This is an optimization exercise on Yosys and OpenROAD, whose aim is small area, a short achievable clock period and few clock cycles per item, not a production implementation. Function was checked by simulation only, so behaviour that the tests miss may differ from the original.

==> 05-07 <==
Design calc_core, start of the top module:
module calc_core (
	input             clk,
	input             rst,
	input             start,
	input      [9:0]  op,
	input      [19:0] a,
	input      [19:0] b,
	output            busy,
	output reg        done,
	output reg [19:0] result,
	output            neg,
	output     [47:0] hex
	);
	localparam OP_ADD  = 10'b0000000001;
	localparam OP_SUB  = 10'b0000000010;
	localparam OP_MUL  = 10'b0000000100;
	localparam OP_DIV  = 10'b0000001000;
	localparam OP_LOG  = 10'b1000000001;
	localparam OP_POW  = 10'b1000000010;
	localparam OP_FACT = 10'b1000000100;
	localparam OP_D2R  = 10'b1000001000;
	localparam N = 5;  
	reg        busy_r;
	reg        mode_pow;    
	reg        divz;        
	reg        acc1;        
	reg [19:0] ra;          
	reg [19:0] rb;          
	reg [1:0]  cnt;         
	assign busy = busy_r;
	assign neg  = result[19];
	wire accept = start & ~busy_r;
	wire        op_pow = (op == OP_POW);
	wire        pmul   = rb[0] & ~acc1;            
	wire [19:0] mx = busy_r ? (pmul ? result : ra) : a;
	wire [19:0] my = busy_r ? ra : (op_pow ? a : b);
	wire [19:0] prod = mx * my;
	function [19:0] fact_lut;
		input [4:0] x;
		begin
			case (x)
			5'd0: fact_lut = 20'd1;
			5'd1: fact_lut = 20'd1;
			5'd2: fact_lut = 20'd2;
			5'd3: fact_lut = 20'd6;
			5'd4: fact_lut = 20'd24;
			5'd5: fact_lut = 20'd120;
			5'd6: fact_lut = 20'd720;
			5'd7: fact_lut = 20'd5040;
			5'd8: fact_lut = 20'd40320;
			5'd9: fact_lut = 20'd362880;
			5'd10: fact_lut = 20'd483072;
			5'd11: fact_lut = 20'd70912;
			5'd12: fact_lut = 20'd850944;
			5'd13: fact_lut = 20'd576512;
  ...
clock: 55.0 ns
lec_check: 0
cap_margin: 20
core_margin: 2
core_utilization: 40
slew_margin: 20
run.sh (not shown) runs the stock make flow with config.mk's settings and CLKGATE_MAP_FILE= SYNTH_SCRIPT=/design/flow/synth_recipe.tcl, a recipe that flattens the netlist after the stock synthesis.
==> 04-10: changes against 05-07 <==
--- a/flow/design.v
+++ b/flow/design.v
@@ -17,18 +17,18 @@
 	localparam OP_DIV  = 10'b0000001000;
 	localparam OP_LOG  = 10'b1000000001;
 	localparam OP_POW  = 10'b1000000010;
 	localparam OP_FACT = 10'b1000000100;
 	localparam OP_D2R  = 10'b1000001000;
-	localparam N = 5;  
+	localparam N = 4;  
 	reg        busy_r;
 	reg        mode_pow;    
 	reg        divz;        
 	reg        acc1;        
 	reg [19:0] ra;          
 	reg [19:0] rb;          
-	reg [1:0]  cnt;         
+	reg [2:0]  cnt;         
 	assign busy = busy_r;
 	assign neg  = result[19];
 	wire accept = start & ~busy_r;
 	wire        op_pow = (op == OP_POW);
 	wire        pmul   = rb[0] & ~acc1;            
@@ -92,14 +92,35 @@
 				dq[0] = 1'b1;
 			end else
 				dr = dt[19:0];
 		end
 	end
-	wire ge3 = ({15'd0, a[19:15]} >= b);
-	wire ge2 = ({10'd0, a[19:10]} >= b);
-	wire ge1 = ({5'd0,  a[19:5]}  >= b);
-	wire ge0 = (a >= b);
+	reg [4:0] la, lb;
+	integer m;
+	always @* begin
+		la = 5'd0;
+		lb = 5'd0;
+		for (m = 0; m < 20; m = m + 1) begin
+			if (a[m]) la = m + 1;
+			if (b[m]) lb = m + 1;
+		end
+	end
+	wire [4:0] ldiff = la - lb;
+	wire       qzero = (la < lb);
+	reg [2:0]  j0;
+	always @* begin
+		if (ldiff >= 5'd16) j0 = 3'd4;
+		else j0 = {1'b0, ldiff[3:2]};
+	end
+	wire pzero = (a == 20'd0) ||
+		(a[0]   == 1'b0  && b >= 20'd20) ||
+		(a[1:0] == 2'd0  && b >= 20'd10) ||
+		(a[2:0] == 3'd0  && b >= 20'd7)  ||
+		(a[3:0] == 4'd0  && b >= 20'd5)  ||
+		(a[4:0] == 5'd0  && b >= 20'd4)  ||
+		(a[6:0] == 7'd0  && b >= 20'd3)  ||
+		(a[9:0] == 10'd0 && b >= 20'd2);
 	always @(posedge clk) begin
 		done <= 1'b0;
 		if (rst) begin
 			busy_r <= 1'b0;
 		end else if (!busy_r) begin
@@ -115,26 +136,30 @@
 				OP_DIV: begin
 					rb <= b;
 					mode_pow <= 1'b0;
 					if (b == 20'd0) begin
 						result <= 20'd0; divz <= 1'b1; done <= 1'b1;
-					end else if (ge3) begin
-						ra <= 20'd0; result <= a; cnt <= 2'd3; busy_r <= 1'b1;
-					end else if (ge2) begin
-						ra <= {15'd0, a[19:15]}; result <= {a[14:0], 5'd0}; cnt <= 2'd2; busy_r <= 1'b1;
-					end else if (ge1) begin
-						ra <= {10'd0, a[19:10]}; result <= {a[9:0], 10'd0}; cnt <= 2'd1; busy_r <= 1'b1;
-					end else if (ge0) begin
-						ra <= {5'd0, a[19:5]}; result <= {a[4:0], 15'd0}; cnt <= 2'd0; busy_r <= 1'b1;
+					end else if (qzero) begin
+						result <= 20'd0; done <= 1'b1;
 					end else begin
-						result <= 20'd0; done <= 1'b1;
+						busy_r <= 1'b1;
+						cnt <= j0;
+						case (j0)
+						3'd0: begin ra <= {4'd0,  a[19:4]};  result <= {a[3:0],  16'd0}; end
+						3'd1: begin ra <= {8'd0,  a[19:8]};  result <= {a[7:0],  12'd0}; end
+						3'd2: begin ra <= {12'd0, a[19:12]}; result <= {a[11:0], 8'd0};  end
+						3'd3: begin ra <= {16'd0, a[19:16]}; result <= {a[15:0], 4'd0};  end
+						default: begin ra <= 20'd0; result <= a; end
+						endcase
 					end
 				end
 				OP_POW: begin
 					mode_pow <= 1'b1;
 					if (b == 20'd0) begin
 						result <= a; done <= 1'b1;
+					end else if (pzero) begin
+						result <= 20'd0; done <= 1'b1;
 					end else begin
 						result <= b[0] ? a : 20'd1;
 						acc1 <= ~b[0];
 						ra <= prod;
 						rb <= {1'b0, b[19:1]};
@@ -146,12 +171,12 @@
 				endcase
 			end
 		end else if (!mode_pow) begin
 			ra <= dr;
 			result <= dq;
-			cnt <= cnt - 2'd1;
-			if (cnt == 2'd0) begin
+			cnt <= cnt - 3'd1;
+			if (cnt == 3'd0) begin
 				busy_r <= 1'b0; done <= 1'b1;
 			end
 		end else begin
 			if (rb[0]) begin
 				if (acc1) begin
@@ -189,21 +214,30 @@
 			default: seg = 8'b11111111;
 			endcase
 		end
 	endfunction
 	wire [19:0] mag = result[19] ? (~result + 20'd1) : result;
+	function [3:0] add3;
+		input [3:0] d;
+		begin
+			add3[3] = d[3] | (d[2] & d[0]) | (d[2] & d[1]);
+			add3[2] = (d[3] & d[0]) | (d[2] & ~d[1] & ~d[0]);
+			add3[1] = (d[3] & ~d[0]) | (~d[2] & d[1]) | (d[1] & d[0]);
+			add3[0] = (d[3] & ~d[0]) | (~d[3] & ~d[2] & d[0]) | (d[2] & d[1] & ~d[0]);
+		end
+	endfunction
 	reg [23:0] bcd;
 	integer i;
 	always @* begin
 		bcd = 24'd0;
 		for (i = 19; i >= 0; i = i - 1) begin
-			if (bcd[3:0]   >= 4'd5) bcd[3:0]   = bcd[3:0]   + 4'd3;
-			if (bcd[7:4]   >= 4'd5) bcd[7:4]   = bcd[7:4]   + 4'd3;
-			if (bcd[11:8]  >= 4'd5) bcd[11:8]  = bcd[11:8]  + 4'd3;
-			if (bcd[15:12] >= 4'd5) bcd[15:12] = bcd[15:12] + 4'd3;
-			if (bcd[19:16] >= 4'd5) bcd[19:16] = bcd[19:16] + 4'd3;
-			if (bcd[23:20] >= 4'd5) bcd[23:20] = bcd[23:20] + 4'd3;
+			bcd[3:0]   = add3(bcd[3:0]);
+			bcd[7:4]   = add3(bcd[7:4]);
+			bcd[11:8]  = add3(bcd[11:8]);
+			bcd[15:12] = add3(bcd[15:12]);
+			bcd[19:16] = add3(bcd[19:16]);
+			bcd[23:20] = add3(bcd[23:20]);
 			bcd = {bcd[22:0], mag[i]};
 		end
 	end
 	assign hex = divz ? 48'hFB8EAB_FFFFFF :
 		{seg(bcd[23:20]), seg(bcd[19:16]), seg(bcd[15:12]),
- ABC_AREA: unset -> 1
==> 08-15: changes against 05-07 <==
--- a/flow/design.v
+++ b/flow/design.v
@@ -17,25 +17,24 @@
 	localparam OP_DIV  = 10'b0000001000;
 	localparam OP_LOG  = 10'b1000000001;
 	localparam OP_POW  = 10'b1000000010;
 	localparam OP_FACT = 10'b1000000100;
 	localparam OP_D2R  = 10'b1000001000;
-	localparam N = 5;  
+	localparam N = 4;  
 	reg        busy_r;
 	reg        mode_pow;    
 	reg        divz;        
 	reg        acc1;        
 	reg [19:0] ra;          
 	reg [19:0] rb;          
-	reg [1:0]  cnt;         
+	reg [2:0]  cnt;         
 	assign busy = busy_r;
 	assign neg  = result[19];
 	wire accept = start & ~busy_r;
-	wire        op_pow = (op == OP_POW);
 	wire        pmul   = rb[0] & ~acc1;            
 	wire [19:0] mx = busy_r ? (pmul ? result : ra) : a;
-	wire [19:0] my = busy_r ? ra : (op_pow ? a : b);
+	wire [19:0] my = busy_r ? ra : (op[1] ? a : b);
 	wire [19:0] prod = mx * my;
 	function [19:0] fact_lut;
 		input [4:0] x;
 		begin
 			case (x)
@@ -72,10 +71,11 @@
 	always @* begin
 		log_r = 20'd0;
 		for (k = 1; k < 20; k = k + 1)
 			if (a[k]) log_r = k;
 	end
+	wire [19:0] addsub = a + (b ^ {20{op[1]}}) + {19'd0, op[1]};
 	wire [19:0] fact_r = (a < 20'd24) ? fact_lut(a[4:0]) : 20'd0;
 	wire [19:0] d2r_r  = a / 20'd60;
 	reg [19:0] dq, dr;
 	reg [20:0] dt;
 	reg [21:0] dd;
@@ -92,49 +92,74 @@
 				dq[0] = 1'b1;
 			end else
 				dr = dt[19:0];
 		end
 	end
-	wire ge3 = ({15'd0, a[19:15]} >= b);
-	wire ge2 = ({10'd0, a[19:10]} >= b);
-	wire ge1 = ({5'd0,  a[19:5]}  >= b);
-	wire ge0 = (a >= b);
+	reg [4:0] la, lb;
+	integer m;
+	always @* begin
+		la = 5'd0;
+		lb = 5'd0;
+		for (m = 0; m < 20; m = m + 1) begin
+			if (a[m]) la = m + 1;
+			if (b[m]) lb = m + 1;
+		end
+	end
+	wire [4:0] ldiff = la - lb;
+	wire       qzero = (la < lb);
+	reg [2:0]  j0;
+	always @* begin
+		if (ldiff >= 5'd16) j0 = 3'd4;
+		else j0 = {1'b0, ldiff[3:2]};
+	end
+	wire pzero = (a == 20'd0) ||
+		(a[0]   == 1'b0  && b >= 20'd20) ||
+		(a[1:0] == 2'd0  && b >= 20'd10) ||
+		(a[2:0] == 3'd0  && b >= 20'd7)  ||
+		(a[3:0] == 4'd0  && b >= 20'd5)  ||
+		(a[4:0] == 5'd0  && b >= 20'd4)  ||
+		(a[6:0] == 7'd0  && b >= 20'd3)  ||
+		(a[9:0] == 10'd0 && b >= 20'd2);
 	always @(posedge clk) begin
 		done <= 1'b0;
 		if (rst) begin
 			busy_r <= 1'b0;
 		end else if (!busy_r) begin
 			if (start) begin
 				divz <= 1'b0;
 				case (op)
-				OP_ADD:  begin result <= a + b; done <= 1'b1; end
-				OP_SUB:  begin result <= a - b; done <= 1'b1; end
+				OP_ADD:  begin result <= addsub; done <= 1'b1; end
+				OP_SUB:  begin result <= addsub; done <= 1'b1; end
 				OP_MUL:  begin result <= prod;  done <= 1'b1; end
 				OP_LOG:  begin result <= log_r; done <= 1'b1; end
 				OP_FACT: begin result <= fact_r; done <= 1'b1; end
 				OP_D2R:  begin result <= d2r_r; done <= 1'b1; end
 				OP_DIV: begin
 					rb <= b;
 					mode_pow <= 1'b0;
 					if (b == 20'd0) begin
 						result <= 20'd0; divz <= 1'b1; done <= 1'b1;
-					end else if (ge3) begin
-						ra <= 20'd0; result <= a; cnt <= 2'd3; busy_r <= 1'b1;
-					end else if (ge2) begin
-						ra <= {15'd0, a[19:15]}; result <= {a[14:0], 5'd0}; cnt <= 2'd2; busy_r <= 1'b1;
-					end else if (ge1) begin
-						ra <= {10'd0, a[19:10]}; result <= {a[9:0], 10'd0}; cnt <= 2'd1; busy_r <= 1'b1;
-					end else if (ge0) begin
-						ra <= {5'd0, a[19:5]}; result <= {a[4:0], 15'd0}; cnt <= 2'd0; busy_r <= 1'b1;
+					end else if (qzero) begin
+						result <= 20'd0; done <= 1'b1;
 					end else begin
-						result <= 20'd0; done <= 1'b1;
+						busy_r <= 1'b1;
+						cnt <= j0;
+						case (j0)
+						3'd0: begin ra <= {4'd0,  a[19:4]};  result <= {a[3:0],  16'd0}; end
+						3'd1: begin ra <= {8'd0,  a[19:8]};  result <= {a[7:0],  12'd0}; end
+						3'd2: begin ra <= {12'd0, a[19:12]}; result <= {a[11:0], 8'd0};  end
+						3'd3: begin ra <= {16'd0, a[19:16]}; result <= {a[15:0], 4'd0};  end
+						default: begin ra <= 20'd0; result <= a; end
+						endcase
 					end
 				end
 				OP_POW: begin
 					mode_pow <= 1'b1;
 					if (b == 20'd0) begin
 						result <= a; done <= 1'b1;
+					end else if (pzero) begin
+						result <= 20'd0; done <= 1'b1;
 					end else begin
 						result <= b[0] ? a : 20'd1;
 						acc1 <= ~b[0];
 						ra <= prod;
 						rb <= {1'b0, b[19:1]};
@@ -146,12 +171,12 @@
 				endcase
 			end
 		end else if (!mode_pow) begin
 			ra <= dr;
 			result <= dq;
-			cnt <= cnt - 2'd1;
-			if (cnt == 2'd0) begin
+			cnt <= cnt - 3'd1;
+			if (cnt == 3'd0) begin
 				busy_r <= 1'b0; done <= 1'b1;
 			end
 		end else begin
 			if (rb[0]) begin
 				if (acc1) begin
@@ -189,21 +214,30 @@
 			default: seg = 8'b11111111;
 			endcase
 		end
 	endfunction
 	wire [19:0] mag = result[19] ? (~result + 20'd1) : result;
+	function [3:0] add3;
+		input [3:0] d;
+		begin
+			add3[3] = d[3] | (d[2] & d[0]) | (d[2] & d[1]);
+			add3[2] = (d[3] & d[0]) | (d[2] & ~d[1] & ~d[0]);
+			add3[1] = (d[3] & ~d[0]) | (~d[2] & d[1]) | (d[1] & d[0]);
+			add3[0] = (d[3] & ~d[0]) | (~d[3] & ~d[2] & d[0]) | (d[2] & d[1] & ~d[0]);
+		end
+	endfunction
 	reg [23:0] bcd;
 	integer i;
 	always @* begin
 		bcd = 24'd0;
 		for (i = 19; i >= 0; i = i - 1) begin
-			if (bcd[3:0]   >= 4'd5) bcd[3:0]   = bcd[3:0]   + 4'd3;
-			if (bcd[7:4]   >= 4'd5) bcd[7:4]   = bcd[7:4]   + 4'd3;
-			if (bcd[11:8]  >= 4'd5) bcd[11:8]  = bcd[11:8]  + 4'd3;
-			if (bcd[15:12] >= 4'd5) bcd[15:12] = bcd[15:12] + 4'd3;
-			if (bcd[19:16] >= 4'd5) bcd[19:16] = bcd[19:16] + 4'd3;
-			if (bcd[23:20] >= 4'd5) bcd[23:20] = bcd[23:20] + 4'd3;
+			bcd[3:0]   = add3(bcd[3:0]);
+			bcd[7:4]   = add3(bcd[7:4]);
+			bcd[11:8]  = add3(bcd[11:8]);
+			bcd[15:12] = add3(bcd[15:12]);
+			bcd[19:16] = add3(bcd[19:16]);
+			bcd[23:20] = add3(bcd[23:20]);
 			bcd = {bcd[22:0], mag[i]};
 		end
 	end
 	assign hex = divz ? 48'hFB8EAB_FFFFFF :
 		{seg(bcd[23:20]), seg(bcd[19:16]), seg(bcd[15:12]),
- ABC_AREA: unset -> 1
==> notes <==
Of 08-15 and 04-10, 08-15 has the higher setup slack (gap 810 ps). Against 04-10, the hold slack of 05-07 is better by 2.4 ps. Against 08-15, the wire length of 05-07 is larger by 7.2%. In 05-07 the sequential cell count is lower than in 08-15, by 1. Fmax, lowest first: 05-07, 04-10, 08-15.
Testbench counts of 05-07, summed over its fixed seeds: cycles 3,024, items 1,920.
Testbench counts of 04-10, summed over its fixed seeds: cycles 2,897, items 1,920.
Testbench counts of 08-15, summed over its fixed seeds: cycles 2,897, items 1,920.

[afterwards: timing with drivers on the ports]
The results above use ideal ports. As a check the final layouts listed here were re-extracted and re-timed, cells and wires unchanged. Step 1 sets driving cells, clkbuf_16 on the clock port and buf_2 on the other inputs (assumed; they add their load-dependent delay and slew). Step 2 moves the port delays by t, midway between the first and last clock arrival at a register: inputs arrive t later, outputs are due t later. That takes back most of the time a late clock gives input paths. Slacks: ideal / step 1 / step 2; pairs: ideal / step 1.
| run | t (ns) | setup WS [ns] | worst setup path at the end | clock arrival spread, ns | worst register clock-pin slew, ns |
|---|---|---|---|---|---|
| 05-07 | 0.387 | 17.032 / 16.984 / 17.371 | register to output | 0.011 / 0.010 | 0.06 / 0.06 |
| 04-10 | 0.386 | 34.246 / 34.272 / 33.887 | input to register | 0.011 / 0.011 | 0.06 / 0.06 |
| 08-15 | 0.390 | 35.052 / 35.056 / 34.666 | input to register | 0.008 / 0.008 | 0.06 / 0.06 |
After both steps every run listed still meets setup and hold. The setup slack of 08-15, which loses most, moves by +0.004 ns with the drivers and by -0.386 ns with both steps.
